Context: an optimization exercise on an open-source flow, tuned for small area. The choices shown serve that exercise and are no tape-out recipe. At most, simulation tests tie the RTL to the original design; equivalence was not proved. Only the layout flow was run in runs 2 and 3; the RTL was not checked for function there.

## flow/design.v (module list and top-level ports; edited modules follow where they fit)
// module ResonantLowPassFilter: 2302 lines
// module rlpf_fa: 4 lines
// module rlpf_ha: 4 lines
// module rlpf_xnor: 3 lines
// module rlpf_or: 3 lines
module ResonantLowPassFilter(
    input clk,
    input signed [15:0] audio_in,
    input signed [15:0] cutoff,
    input signed [15:0] resonance,
    input signed [15:0] gain,
    input reset_n,
    output reg signed [15:0] filtered_audio
);
  // ...
==> flow/flow/run.sh <==
#!/bin/bash
# The standard layout, with: the standard flow's synthesis but a stronger ABC area
# script; the smallest buffer on the ports; upsized synthesis cells
# downsized after floorplan; a clock tree without dummy loads.
set -euo pipefail
export FLOW_WORK=$PWD
export FLOW_ABC_SCRIPT=$PWD/flow/abc_area2.script
bash standard.sh \
  "SYNTH_SCRIPT=$PWD/flow/synth.tcl" \
  "BUFFER_PORTS_ARGS=-buffer_cell sky130_fd_sc_hd__buf_1" \
  "POST_FLOORPLAN_TCL=$PWD/flow/downsize.tcl" \
  "CTS_ARGS=-sink_clustering_enable -repair_clock_nets -dont_use_dummy_load -buf_list {sky130_fd_sc_hd__clkbuf_4 sky130_fd_sc_hd__clkbuf_8}" \
  finish > standard_flow.log 2>&1
==> flow/flow/abc_area2.script <==
strash
&get -n
&st
&dch
&nf -R 1000
&put
strash
dch -f
map -a
topo
==> flow/flow/downsize.tcl <==
# After floorplan: give every combinational cell that synthesis upsized the
# smallest drive strength of its kind; the later repair steps upsize again
# wherever slew, capacitance or timing needs it.
set db [ord::get_db]
set n 0
foreach inst [[ord::get_db_block] getInsts] {
  set name [[$inst getMaster] getName]
  if {![regexp {^(sky130_fd_sc_hd__[a-z0-9]+)_([0-9]+)$} $name -> base size]} { continue }
  if {$size <= 1} { continue }
  if {[regexp {__(df|dl|sdf|edf|clk|tap|fill|decap|conb|buf|lpflow|probe)} $base]} { continue }
  foreach s {0 1} {
    set m [$db findMaster ${base}_$s]
    if {$m != "NULL" && $m != ""} {
      $inst swapMaster $m
      incr n
      break
    }
  }
}
puts "downsize.tcl: downsized $n cells"
==> flow/flow/synth.tcl <==
# The standard flow's own synthesis script (synth_recipe.tcl, sourced unchanged), with
# Yosys's abc call given a stronger area script (abc_area2.script).
proc abc {args} {
  set i [lsearch -exact $args -script]
  if {$i >= 0} { set args [lreplace $args [expr {$i + 1}] [expr {$i + 1}] $::env(FLOW_ABC_SCRIPT)] }
  yosys abc {*}$args
}
source $::env(FLOW_WORK)/synth_recipe.tcl
==> flow/standard.sh <==
#!/bin/bash
# synth_recipe.tcl (not shown) runs the flow's synth.tcl, then flattens the netlist and writes it again
# the make line also repeats each setting of config.mk as NAME=value (left out here)
make -C /OpenROAD-flow-scripts/flow DESIGN_CONFIG=/design/flow/config.mk WORK_HOME=/design/flow/orfs CLKGATE_MAP_FILE= SYNTH_SCRIPT=/design/flow/synth_recipe.tcl "${@:-finish}"
==> flow/config.mk <==
export PLATFORM = sky130hd
export DESIGN_NAME = ResonantLowPassFilter
export DESIGN_NICKNAME = ResonantLowPassFilter
export VERILOG_FILES = /design/flow/design.v
export SDC_FILE = /design/flow/constraint.sdc
export NUM_CORES = 4
export LEC_CHECK = 0
export ABC_AREA = 1
export CAP_MARGIN = 20
export CORE_MARGIN = 2
export CORE_UTILIZATION = 80
export SLEW_MARGIN = 20
export SYNTH_HIERARCHICAL = 1
==> flow/constraint.sdc <==
create_clock -name core_clock -period 7.0 [get_ports {clk}]
set_input_delay 1.4000 -clock core_clock [delete_from_list [all_inputs] [get_ports {clk}]]
set_output_delay 1.4000 -clock core_clock [all_outputs]
set_load 0.01 [all_outputs]
==> summary.txt, run 1 <==
outcome=no timing/DRC/antenna violations; Layout clock area frac=less than 1%; DIE AREA=17430 µm²; final net count=1825; number of endpoints with negative hold slack in the final report=0; main flop type after synthesis=sky130_fd_sc_hd__dfrtp_1; share of cell area taken by muxes after synthesis=0%; M1 GR Usage=57.85%; met2 routing resource usage after global routing=approximately 73%; clock latency on the worst-skew pair=between 0.4 and 0.5 ns; highest layer used for signal routing=met4; nonclk inv count=121; number of enable-type register cells in the synthesized netlist=0; Critical Path Source=state[13]; CTS clk-pin slew, worst paths=about 0.12 ns; routed length on met3=4999 µm; drt first pass iters=9; flip-flop and latch area=between 2000 and 2500 µm²; Tap Cells=between 200 and 250; main combinational cell family by area after synthesis=adder cells; filler instances=732; DP Area=around 14000 µm²; layout-stage area growth over the synthesis result=9.341%; Post-Syn Area per Cell=9.897 µm²; count of nets left with antenna violations after detail routing=0; logic depth of the worst path, buffers included=24; largest net degree at the start of global routing=between 60 and 70; worst path setup slack after routing=approximately 0.25 ns; fraction of area in multi-input gates=around three quarters; worst hold path class=reg2reg; total setup buffers inserted after CTS=0; most common cell after layout, fill and taps aside=sky130_fd_sc_hd__xor2_1; worst setup path category=reg2reg; starting density of the core=between 80 and 90%; worst-path cell chain=clkinv_1 -> buf_4 -> nand2_1 -> o21ai_2 -> buf_4 -> o22ai_1 -> xor2_1 -> fa_1 -> fa_1 -> fa_1 -> fa_1 -> ha_1 -> a21oi_1 -> nor3_1 -> a211oi_1 -> nor2_1 -> a2111o_1 -> a31oi_1 -> o21ai_0 -> nand3_1 -> nand2_1 -> ha_1 -> nor2_1 -> xor2_1; portion of the clock cycle consumed by the worst path in the final layout=96.37%; Post-synth top cells=270 x sky130_fd_sc_hd__xor2_1, 236 x sky130_fd_sc_hd__o22ai_1, 189 x sky130_fd_sc_hd__fa_1
==> inputs of run 2 (changes only) <==
--- a/flow/design.v
+++ b/flow/design.v
@@ -334,44 +334,41 @@
     wire fs159;
     wire fc160;
     rlpf_fa u_fs159 (.a(ppbeta_64), .b(ppbeta_80), .c(ppbeta_96), .s(fs159), .co(fc160));
     wire fs161;
     wire fc162;
     rlpf_ha u_fs161 (.a(ppbeta_112), .b(ppbeta_128), .s(fs161), .co(fc162));
     wire fs163;
     wire fc164;
-    assign fs163 = ~(ppbeta_17 ^ ppbeta_33);
-    assign fc164 = ppbeta_17 | ppbeta_33;
+    rlpf_fa u_fs163 (.a(ppbeta_17), .b(ppbeta_33), .c(1'b1), .s(fs163), .co(fc164));
     wire fs165;
     wire fc166;
     rlpf_fa u_fs165 (.a(ppbeta_49), .b(ppbeta_65), .c(ppbeta_81), .s(fs165), .co(fc166));
     wire fs167;
     wire fc168;
     rlpf_fa u_fs167 (.a(ppbeta_97), .b(ppbeta_113), .c(ppbeta_129), .s(fs167), .co(fc168));
     wire fs169;
     wire fc170;
-    assign fs169 = ~(ppbeta_34 ^ ppbeta_50);
-    assign fc170 = ppbeta_34 | ppbeta_50;
+    rlpf_fa u_fs169 (.a(ppbeta_34), .b(ppbeta_50), .c(1'b1), .s(fs169), .co(fc170));
     wire fs171;
     wire fc172;
     rlpf_fa u_fs171 (.a(ppbeta_66), .b(ppbeta_82), .c(ppbeta_98), .s(fs171), .co(fc172));
     wire fs173;
     wire fc174;
     rlpf_ha u_fs173 (.a(ppbeta_114), .b(ppbeta_130), .s(fs173), .co(fc174));
     wire fs175;
     wire fc176;
     rlpf_fa u_fs175 (.a(ppbeta_35), .b(ppbeta_51), .c(ppbeta_67), .s(fs175), .co(fc176));
     wire fs177;
     wire fc178;
     rlpf_fa u_fs177 (.a(ppbeta_83), .b(ppbeta_99), .c(ppbeta_115), .s(fs177), .co(fc178));
     wire fs179;
     wire fc180;
-    assign fs179 = ~(ppbeta_52 ^ ppbeta_68);
-    assign fc180 = ppbeta_52 | ppbeta_68;
+    rlpf_fa u_fs179 (.a(ppbeta_52), .b(ppbeta_68), .c(1'b1), .s(fs179), .co(fc180));
     wire fs181;
     wire fc182;
     rlpf_ha u_fs181 (.a(ppbeta_84), .b(ppbeta_100), .s(fs181), .co(fc182));
     wire fs183;
     wire fc184;
     rlpf_fa u_fs183 (.a(ppbeta_53), .b(ppbeta_69), .c(ppbeta_85), .s(fs183), .co(fc184));
     wire fs185;
     wire fc186;
@@ -464,18 +461,17 @@
     wire fs243;
     wire fc244;
     rlpf_fa u_fs243 (.a(ppbeta_71), .b(ppbeta_87), .c(ppbeta_103), .s(fs243), .co(fc244));
     wire fs245;
     wire fc246;
     rlpf_fa u_fs245 (.a(ppbeta_119), .b(ppbeta_135), .c(fc186), .s(fs245), .co(fc246));
     wire fs247;
     wire fc248;
-    assign fs247 = ~(ppbeta_88 ^ ppbeta_104);
-    assign fc248 = ppbeta_88 | ppbeta_104;
+    rlpf_fa u_fs247 (.a(ppbeta_88), .b(ppbeta_104), .c(1'b1), .s(fs247), .co(fc248));
     wire fs249;
     wire fc250;
     rlpf_ha u_fs249 (.a(ppbeta_120), .b(ppbeta_136), .s(fs249), .co(fc250));
     wire fs251;
     wire fc252;
     rlpf_fa u_fs251 (.a(ppbeta_89), .b(ppbeta_105), .c(ppbeta_121), .s(fs251), .co(fc252));
     wire fs253;
     wire fc254;
@@ -922,18 +918,17 @@
     assign ppalpha_497 = ~((nz[7] & alpha[15]) ^ neg[7]);
     wire nc498;
     assign nc498 = neg[7] & ~(one[7] & alpha[0]) & ~ca;
     wire os499;
     wire oc500;
     rlpf_ha u_os499 (.a(gain[1]), .b(ppalpha_370), .s(os499), .co(oc500));
     wire os501;
     wire oc502;
-    assign os501 = ~(gain[2] ^ ppalpha_371);
-    assign oc502 = gain[2] | ppalpha_371;
+    rlpf_fa u_os501 (.a(gain[2]), .b(ppalpha_371), .c(1'b1), .s(os501), .co(oc502));
     wire os503;
     wire oc504;
     assign os503 = ~gain[3];
     assign oc504 = gain[3];
     wire os505;
     wire oc506;
     rlpf_ha u_os505 (.a(nc462), .b(ppalpha_366), .s(os505), .co(oc506));
     wire os507;
@@ -984,34 +979,32 @@
     wire os537;
     wire oc538;
     rlpf_fa u_os537 (.a(ppalpha_405), .b(ppalpha_421), .c(ppalpha_437), .s(os537), .co(oc538));
     wire os539;
     wire oc540;
     rlpf_fa u_os539 (.a(ppalpha_453), .b(ppalpha_469), .c(ppalpha_485), .s(os539), .co(oc540));
     wire os541;
     wire oc542;
-    assign os541 = ~(gain[5] ^ ppalpha_406);
-    assign oc542 = gain[5] | ppalpha_406;
+    rlpf_fa u_os541 (.a(gain[5]), .b(ppalpha_406), .c(1'b1), .s(os541), .co(oc542));
     wire os543;
     wire oc544;
     rlpf_fa u_os543 (.a(ppalpha_422), .b(ppalpha_438), .c(ppalpha_454), .s(os543), .co(oc544));
     wire os545;
     wire oc546;
     rlpf_ha u_os545 (.a(ppalpha_470), .b(ppalpha_486), .s(os545), .co(oc546));
     wire os547;
     wire oc548;
     rlpf_fa u_os547 (.a(gain[6]), .b(ppalpha_407), .c(ppalpha_423), .s(os547), .co(oc548));
     wire os549;
     wire oc550;
     rlpf_fa u_os549 (.a(ppalpha_439), .b(ppalpha_455), .c(ppalpha_471), .s(os549), .co(oc550));
     wire os551;
     wire oc552;
-    assign os551 = ~(gain[7] ^ ppalpha_424);
-    assign oc552 = gain[7] | ppalpha_424;
+    rlpf_fa u_os551 (.a(gain[7]), .b(ppalpha_424), .c(1'b1), .s(os551), .co(oc552));
     wire os553;
     wire oc554;
     rlpf_ha u_os553 (.a(ppalpha_440), .b(ppalpha_456), .s(os553), .co(oc554));
     wire os555;
     wire oc556;
     rlpf_fa u_os555 (.a(gain[8]), .b(ppalpha_425), .c(ppalpha_441), .s(os555), .co(oc556));
     wire os557;
     wire oc558;
@@ -1116,18 +1109,17 @@
     wire os623;
     wire oc624;
     rlpf_fa u_os623 (.a(gain[10]), .b(oc558), .c(ppalpha_443), .s(os623), .co(oc624));
     wire os625;
     wire oc626;
     rlpf_fa u_os625 (.a(ppalpha_459), .b(ppalpha_475), .c(ppalpha_491), .s(os625), .co(oc626));
     wire os627;
     wire oc628;
-    assign os627 = ~(gain[11] ^ ppalpha_460);
-    assign oc628 = gain[11] | ppalpha_460;
+    rlpf_fa u_os627 (.a(gain[11]), .b(ppalpha_460), .c(1'b1), .s(os627), .co(oc628));
     wire os629;
     wire oc630;
     rlpf_ha u_os629 (.a(ppalpha_476), .b(ppalpha_492), .s(os629), .co(oc630));
     wire os631;
     wire oc632;
     rlpf_fa u_os631 (.a(gain[12]), .b(ppalpha_461), .c(ppalpha_477), .s(os631), .co(oc632));
     wire os633;
     wire oc634;
==> flow/flow/run.sh (replaced) <==
#!/bin/bash
# The standard layout, with the smallest buffer on the ports, upsized
# synthesis cells downsized after floorplan, and a clock tree without dummy
# loads.
set -euo pipefail
bash standard.sh \
  "BUFFER_PORTS_ARGS=-buffer_cell sky130_fd_sc_hd__buf_1" \
  "POST_FLOORPLAN_TCL=$PWD/flow/downsize.tcl" \
  "CTS_ARGS=-sink_clustering_enable -repair_clock_nets -dont_use_dummy_load -buf_list {sky130_fd_sc_hd__clkbuf_8 sky130_fd_sc_hd__clkbuf_16}" \
  finish > standard_flow.log 2>&1
==> flow/config.mk (replaced) <==
export PLATFORM = sky130hd
export DESIGN_NAME = ResonantLowPassFilter
export DESIGN_NICKNAME = ResonantLowPassFilter
export VERILOG_FILES = /design/flow/design.v
export SDC_FILE = /design/flow/constraint.sdc
export NUM_CORES = 4
export LEC_CHECK = 0
export ABC_AREA = 1
export CAP_MARGIN = 20
export CORE_MARGIN = 2
export CORE_UTILIZATION = 60
export SLEW_MARGIN = 20
export SYNTH_HIERARCHICAL = 1
removed: flow/flow/abc_area2.script
removed: flow/flow/synth.tcl
==> summary.txt, run 2 <==
layout-stage area growth over the synthesis result=5.849%; number of enable-type register cells in the synthesized netlist=0 (unchanged); DIE AREA=24370 µm² (+40%); number of port buffers=80; number of standard cells in the final layout excluding fillers=about 1.8k; total of warnings raised by yosys=7; CTS sink count=96; hold path cells=0; portion of the clock cycle consumed by the worst path in the final layout=92.69% (-3.7 points); WL final=around 37000 µm; clock tree from TritonCTS=done; Critical Path End Type=flip-flop; hold path startpoint=sum_reg[13]; drt first pass iters=6 (-3); maximum clock frequency=154.1 MHz; outcome=no timing/DRC/antenna violations; WHS Endpoint=filtered_audio[13]; number of global-route vias before repair=about 11k; Top Ports=between 80 and 90; Post-Syn Area per Cell=9.274 µm² (-6.3%); GR Util All Layers=31.91%; routability cong.=a little under 0.9; Synth top area share=between 20 and 30%; fraction of registers with async set/reset=approximately two thirds; total grt overflow=0; number of levels the H-tree was split into=3; R2R setup slack=roughly 0.5 ns; most frequent cells in the layout=266 x sky130_fd_sc_hd__xor2_1, 238 x sky130_fd_sc_hd__o22ai_1, 197 x sky130_fd_sc_hd__fa_1; share of cells above drive strength 1=around 6.0%; starting density of the core=61.13% (-21 points); main flop type after synthesis=sky130_fd_sc_hd__dfrtp_1; Vert. Die Dim=between 150 and 200 µm; final max-slew violation count=0; filler instances=1973 (+170%); Detail Placement HPWL=approximately 28000 µm; largest area contributor in the synthesized netlist=sky130_fd_sc_hd__fa_1; portion of the post-synthesis area used by sequential elements=about 16%; flops & latches, synth=96; Slew @ Worst Pin=0.7953 ns; largest fanout on the critical path=17; final setup violation count=0; wire length per cell=20.37 µm; element type at the critical path start=flip-flop; most common cell after layout, fill and taps aside=sky130_fd_sc_hd__xor2_1; root cell of the clock tree=sky130_fd_sc_hd__clkbuf_16; count of nets left with antenna violations after detail routing=0 (unchanged); Worst R2R Path Depth=26; worst setup path category=reg2reg; final net count=1887 (+3.4%); capture instance of the worst register-to-register path=sum_reg[1]; die width=156.1 µm; wire length of the first global-routing pass=60220 µm; top cells by area, synth=sky130_fd_sc_hd__fa_1 28%, sky130_fd_sc_hd__xor2_1 17%, sky130_fd_sc_hd__o22ai_1 11%; number of endpoints with negative hold slack in the final report=0 (unchanged); unrepaired setup endpoints after global routing=false; final setup skew=0.02227 ns; number of unique standard cell types used by synthesis=46; Final TNS setup=0 ns; DRC Markers=0; WP data arrival=roughly 6.8 ns; Detailed Route Iter0 Violations=approximately 950; largest net degree at the start of global routing=57 (-12%); Min Clock Period, post-route=about 6.5 ns; cell with the most instances after synthesis=sky130_fd_sc_hd__xor2_1; Core Region=22710 µm²; synthesized netlist cell count=between 1k and 1.5k; clock buffers created by TritonCTS=9; Critical Path Source=state[1]; antenna violations before repair=0; Max-slew headroom=46.98%; placed insts=1804; clock latency on the worst-skew pair=0.37 ns (-0.05 ns); number of vias after detailed routing=roughly 11k; Post-synth top cells=265 x sky130_fd_sc_hd__xor2_1, 238 x sky130_fd_sc_hd__o22ai_1, 197 x sky130_fd_sc_hd__fa_1; Worst EP required=~7.3 ns; synthesized area=approximately 14000 µm²; origin of the critical flop-to-flop path=state[1]; worst hold path class=reg2reg; DR vias/cell=6.121; maxcap violations=0; CTS clk-pin slew, worst paths=0.08 ns (-0.04 ns); deepest clock path buffer count=2; number of standard-cell rows in the floorplan=55
## run 2: changes by cell type after synthesis, moves of 6 or more
cell                       delta
sky130_fd_sc_hd__a21oi_1     -17
sky130_fd_sc_hd__buf_2        +6
sky130_fd_sc_hd__clkbuf_1   +101
sky130_fd_sc_hd__clkinv_1   -119
sky130_fd_sc_hd__fa_1         +8
sky130_fd_sc_hd__ha_1         -8
sky130_fd_sc_hd__inv_1      +109
sky130_fd_sc_hd__nand2_1     +59
sky130_fd_sc_hd__nand3_1      +9
sky130_fd_sc_hd__nor2_1      -10
sky130_fd_sc_hd__o21ai_0     +24
## run 2: cell type report
class	count	area [µm²]	area share, %
Multi-Input combinational cell	1181	10740	73.11
Sequential cell	96	2270	15.44
Timing Repair Buffer	130	676.9	4.606
Inverter	112	420.4	2.861
Tap cell	285	356.6	2.427
Clock buffer	9	225.2	1.533
Antenna cell	1	2.502	0.01703
## run 2: metrics by stage
| stage | area, µm² | worst slack (ns) | hold slack (ns) | util (%) |
|---|---|---|---|---|
| 6_report | 14700 | 0.5119 | 0.3276 | 64.71 |
| 5_1_grt | 14690 | 0.02542 | 0.3320 | 64.70 |
| 4_1_cts | 14680 | 0.2829 | 0.3257 | 64.66 |
| 3_5_place_dp | 14460 | -0.2181 | 0.3355 | 63.65 |
| 3_3_place_gp | 14460 | -0.09231 | 0.3335 | 63.65 |
| 2_1_floorplan | 13910 | 1.015 | 0.3312 | - |
## run 2: Yosys stat by module (local to each module, per instance)
module	flip-flops and latches	times used	area [µm²]
rlpf_ha	0	71	12.51
ResonantLowPassFilter	96	1	9051
rlpf_fa	0	197	20.02
## run 2: worst max path at each step
| stage | to | slack (ns) |
|---|---|---|
| 3_3_place_gp | sum_reg[1] | -0.09 |
| 3_5_place_dp | sum_reg[1] | -0.22 |
| 2_1_floorplan | sum_reg[11] | 1.02 |
| 5_1_grt | sum_reg[1] | 0.03 |
| 4_1_cts | sum_reg[5] | 0.28 |
| 6_report | sum_reg[1] | 0.51 |
## run 2: logic make-up (layout without fill, tap and decap cells)
kind of cell	Yosys count	after routing	share of synthesized area, %
flops	96	96	16.29
xor+xnor	272	272	17.21
other cells	1	9	0.02701
compound gates	340	340	14.97
fa+ha+maj	291	291	36.88
simple gates	270	270	8.237
buf+inv	227	251	6.381
## run 2: what timing repair did
item / 4_1_cts / 5_1_grt
setup endpoints to repair: 2 / 15
hold buffers: 0 / 0
gates resized for setup: 1 / 3
setup buffers: 0 / 0
gates cloned: 0 / 0
## run 2: per-layer routing
metal	up-vias	GRT usage, %	part of all wire [%]
li1	5119	-	-
met1	5466	45.36	43
met2	441	50.00	46
met3	78	5.944	7.8
met4	0	9.699	2.8
met5	-	0	0
## run 2: critical path, cell delays in order (launching register included)
cell	delay (ns)
sky130_fd_sc_hd__dfrtp_1	0.52
sky130_fd_sc_hd__buf_4	0.34
sky130_fd_sc_hd__nand2_1	0.24
sky130_fd_sc_hd__o22ai_1	0.20
sky130_fd_sc_hd__xor2_1	0.12
sky130_fd_sc_hd__ha_1	0.22
sky130_fd_sc_hd__fa_1	0.43
sky130_fd_sc_hd__fa_1	0.49
sky130_fd_sc_hd__fa_1	0.52
sky130_fd_sc_hd__fa_1	0.42
sky130_fd_sc_hd__ha_1	0.34
sky130_fd_sc_hd__a21oi_1	0.22
sky130_fd_sc_hd__nor2_1	0.06
sky130_fd_sc_hd__a211oi_1	0.35
sky130_fd_sc_hd__o221a_1	0.25
sky130_fd_sc_hd__nand2_1	0.12
sky130_fd_sc_hd__nand2_1	0.09
sky130_fd_sc_hd__nand2_1	0.07
sky130_fd_sc_hd__nand3_1	0.08
sky130_fd_sc_hd__nand2_1	0.06
sky130_fd_sc_hd__ha_1	0.18
sky130_fd_sc_hd__nor2_1	0.13
sky130_fd_sc_hd__xor2_1	0.35
sky130_fd_sc_hd__nor2_4	0.14
sky130_fd_sc_hd__inv_1	0.28
sky130_fd_sc_hd__nand2_1	0.11
sky130_fd_sc_hd__nand2_1	0.07
==> inputs of run 3 (changes only) <==
==> flow/flow/run.sh (replaced) <==
#!/bin/bash
# The standard layout, with the smallest buffer on the ports, upsized
# synthesis cells downsized after floorplan, and a clock tree without dummy
# loads.
set -euo pipefail
bash standard.sh \
  "BUFFER_PORTS_ARGS=-buffer_cell sky130_fd_sc_hd__buf_1" \
  "POST_FLOORPLAN_TCL=$PWD/flow/downsize.tcl" \
  "CTS_ARGS=-sink_clustering_enable -repair_clock_nets -dont_use_dummy_load -buf_list {sky130_fd_sc_hd__clkbuf_4 sky130_fd_sc_hd__clkbuf_8}" \
  finish > standard_flow.log 2>&1
--- a/flow/config.mk
+++ b/flow/config.mk
@@ -8,6 +8,6 @@
 export ABC_AREA = 1
 export CAP_MARGIN = 20
 export CORE_MARGIN = 2
-export CORE_UTILIZATION = 60
+export CORE_UTILIZATION = 70
 export SLEW_MARGIN = 20
 export SYNTH_HIERARCHICAL = 1
==> summary.txt, run 3 <==
outcome=no timing/DRC/antenna violations; origin of the critical flop-to-flop path=state[11]; CTS sink count=96 (unchanged); count of nets left with antenna violations after detail routing=0 (unchanged); final max-slew violation count=0 (unchanged); root cell of the clock tree=sky130_fd_sc_hd__clkbuf_8; largest fanout on the critical path=16 (-1); worst hold path class=reg2reg; WL final=36500 µm (-1.2%); synthesized area=13880 µm² (unchanged); highest cell delay on the worst timing path=0.64 ns (+0.12 ns); synthesized netlist cell count=1497 (unchanged); drt first pass iters=5 (-1); clock buffers created by TritonCTS=9 (unchanged); maximum clock frequency=154.0 MHz (about the same); Slew @ Worst Pin=0.8324 ns (+0.03706 ns); Critical Path Source=state[11]; total setup buffers inserted after CTS=0 (unchanged); deepest clock path buffer count=2 (unchanged); DRC Markers=0 (unchanged); maxcap violations=0 (unchanged); number of endpoints with negative hold slack in the final report=0 (unchanged); number of vias after detailed routing=11.40k (+2.7%); capture instance of the worst register-to-register path=sum_reg[3]; number of diodes=0 (-1); total grt overflow=0 (unchanged); layout-stage area growth over the synthesis result=4.596%; share of cells above drive strength 1=5.457% (-0.50 points); most frequent cells in the layout=266 x sky130_fd_sc_hd__xor2_1, 238 x sky130_fd_sc_hd__o22ai_1, 197 x sky130_fd_sc_hd__fa_1; element type at the critical path start=flip-flop; wire length of the first global-routing pass=58170 µm (-3.4%); WP data arrival=6.79 ns (+0.02 ns); number of unique standard cell types used by synthesis=46 (unchanged); die width=144.8 µm (-7.2%); portion of the post-synthesis area used by sequential elements=16.29% (unchanged); number of standard-cell rows in the floorplan=51 (-7.3%); Max-slew headroom=44.51% (-2.5 points); Final TNS setup=0 ns (unchanged); largest area contributor in the synthesized netlist=sky130_fd_sc_hd__fa_1; Top Ports=82 (unchanged); fraction of the core area covered by cells at the end of the flow=74.61% (+9.9 points); portion of the clock cycle consumed by the worst path in the final layout=92.75% (about the same); Synth top area share=28.41% (unchanged); final setup violation count=0 (unchanged); Core Region=19460 µm² (-14%); total of warnings raised by yosys=7 (unchanged); Worst EP required=7.30 ns (+0.02 ns); Detailed Route Iter0 Violations=1175 (+24%); DR vias/cell=6.382 (+4.3%); routability cong.=0.9455 (+5.8%); clock tree from TritonCTS=done; critical path capture point=sum_reg[3]; kind of cell adding the most delay to the critical path=adder cells; number of levels the H-tree was split into=3 (unchanged); clock latency on the worst-skew pair=0.40 ns (+0.03 ns); unrepaired setup endpoints after global routing=false; starting density of the core=71.33% (+10 points); largest net degree at the start of global routing=65 (+14%); final net count=1880 (-0.37%); top cells by area, synth=sky130_fd_sc_hd__fa_1 28%, sky130_fd_sc_hd__xor2_1 17%, sky130_fd_sc_hd__o22ai_1 11%; DIE AREA=20980 µm² (-14%); worst setup path category=reg2reg; CTS clk-pin slew, worst paths=0.07 ns (about the same); number of standard cells in the final layout excluding fillers=1786 (-1.5%); antenna violations before repair=0 (unchanged); Vert. Die Dim=144.8 µm (-7.2%); flops & latches, synth=96 (unchanged); cell with the largest stage delay on the worst path=sky130_fd_sc_hd__dfrtp_2; cell with the most instances after synthesis=sky130_fd_sc_hd__xor2_1; Worst R2R Path Depth=26 (unchanged); R2R setup slack=0.51 ns (about the same); final setup skew=0.03373 ns (+0.01146 ns); Most Frequent Cell on Critical Path=sky130_fd_sc_hd__nand2_1; worst path bufs/invs=2 (unchanged); Detail Placement HPWL=26880 µm (-3.1%); placed insts=1777 (-1.5%); Critical Path End Type=flip-flop; logic depth of the worst path, buffers included=26 (unchanged); GR Util All Layers=36.25% (+4.3 points); Min Clock Period, post-route=6.493 ns (+0.004488 ns); Post-synth top cells=265 x sky130_fd_sc_hd__xor2_1, 238 x sky130_fd_sc_hd__o22ai_1, 197 x sky130_fd_sc_hd__fa_1; Post-Syn Area per Cell=9.274 µm² (unchanged); fraction of registers with async set/reset=66.67% (unchanged); main flop type after synthesis=sky130_fd_sc_hd__dfrtp_1; most common cell after layout, fill and taps aside=sky130_fd_sc_hd__xor2_1; wire length per cell=20.44 µm (+0.33%); number of global-route vias before repair=11.20k (-0.0089%); number of port buffers=80 (unchanged); number of enable-type register cells in the synthesized netlist=0 (unchanged)
[run 3: cell counts after synthesis]
Identical to the previous run, type by type.
[run 3: final cells by class]
type                    instances  area, µm²
multi-input cells            1181      10750
fillers                      1484       4941
flip-flops and latches         96       2272
repair buffers                123      624.3
inverters                     112      420.4
well taps                     265      331.6
clock buffers                   9      123.9
[run 3: kinds of logic after synthesis]
group                      count (synthesis)  synth area share, %
other                                      1              0.02701
buffers and inverters                    227                6.381
adders and majority gates                291                36.88
AOI/OAI and AO/OA                        340                14.97
and+or+nand+nor                          270                8.237
DFF                                       96                16.29
xor gates and xnor gates                 272                17.21
[run 3: how the worst min path moves through the flow]
| stage | from | end | slack, ns | cells past startpoint |
|---|---|---|---|---|
| final | sum_reg[1] | filtered_audio[1] | 0.35 | 0 |
| after detailed placement | sum_reg[10] | filtered_audio[10] | 0.33 | 0 |
| after global routing | sum_reg[0] | filtered_audio[0] | 0.36 | 0 |
| after global placement | sum_reg[5] | filtered_audio[5] | 0.33 | 0 |
| after floorplan | sum_reg[0] | filtered_audio[0] | 0.33 | 0 |
| after CTS | sum_reg[10] | filtered_audio[10] | 0.35 | 0 |
[run 3: worst reg2reg max path: cells and delay by family (launching register included)]
family	cells	cell delay (ns)
and+or+nand+nor	12	1.28
xor gates and xnor gates	2	0.69
adders and majority gates	6	2.35
DFF	1	0.64
AOI/OAI and AO/OA	4	1.08
buffers and inverters	2	0.38
[run 3: modules after synthesis, one instance, submodules excluded]
module                 cell area [µm²]  flip-flops and latches  cells
ResonantLowPassFilter             9051                      96   1229
rlpf_ha                          12.51                       0      1
rlpf_fa                          20.02                       0      1
[run 3: stage by stage]
step | hold slack, ns | setup slack [ns] | instance area, µm²
6_report | 0.3497 | 0.5074 | 14520
5_1_grt | 0.3602 | 0.03325 | 14520
4_1_cts | 0.3531 | 0.1301 | 14500
3_5_place_dp | 0.3347 | -0.1095 | 14380
3_3_place_gp | 0.3317 | -0.003425 | 14380
2_1_floorplan | 0.3312 | 1.015 | 13910
[run 3: timing repair]
action | in CTS | in global routing
gates resized for setup | 0 | 5
hold buffers | 0 | 0
setup endpoints to repair | 0 | 15
[run 3: layer usage]
layer / wire [µm] / vias up / track usage [%]
met5: 0 / - / 0
met4: 1347 / 0 / 14.56
met3: 3423 / 104 / 7.239
met2: 16690 / 630 / 55.69
met1: 15040 / 5567 / 50.83
li1: - / 5098 / -

-- port drivers added, routing unchanged --
How much do the figures lean on ideal ports? The routed layouts below were timed once more, with nothing changed but the port constraints. Step 1 assumes that a clkbuf_16 drives the clock port and a buf_2 every other input. Step 2 adds t to the input delays and takes it off the output delays; t is the mean of the earliest and latest rising clock arrival at the registers after step 1. Input paths then give back, and output paths get back, about the clock's delay inside the block. Slacks: ideal / step 1 / step 2; pairs: ideal / step 1.
| run | shift t [ns] | setup WS [ns] | latest minus earliest clock arrival (ns) |
|---|---|---|---|
| run 1 | 0.435 | 0.254 / 0.254 / 0.254 | 0.043 / 0.044 |
| run 2 | 0.404 | 0.512 / 0.512 / 0.169 | 0.023 / 0.023 |
| run 3 | 0.428 | 0.507 / 0.507 / 0.228 | 0.035 / 0.034 |
After both steps setup and hold are still met in every run listed. The setup slack of run 2, which loses most, moves by 0.000 ns with the drivers and by -0.343 ns with both steps.
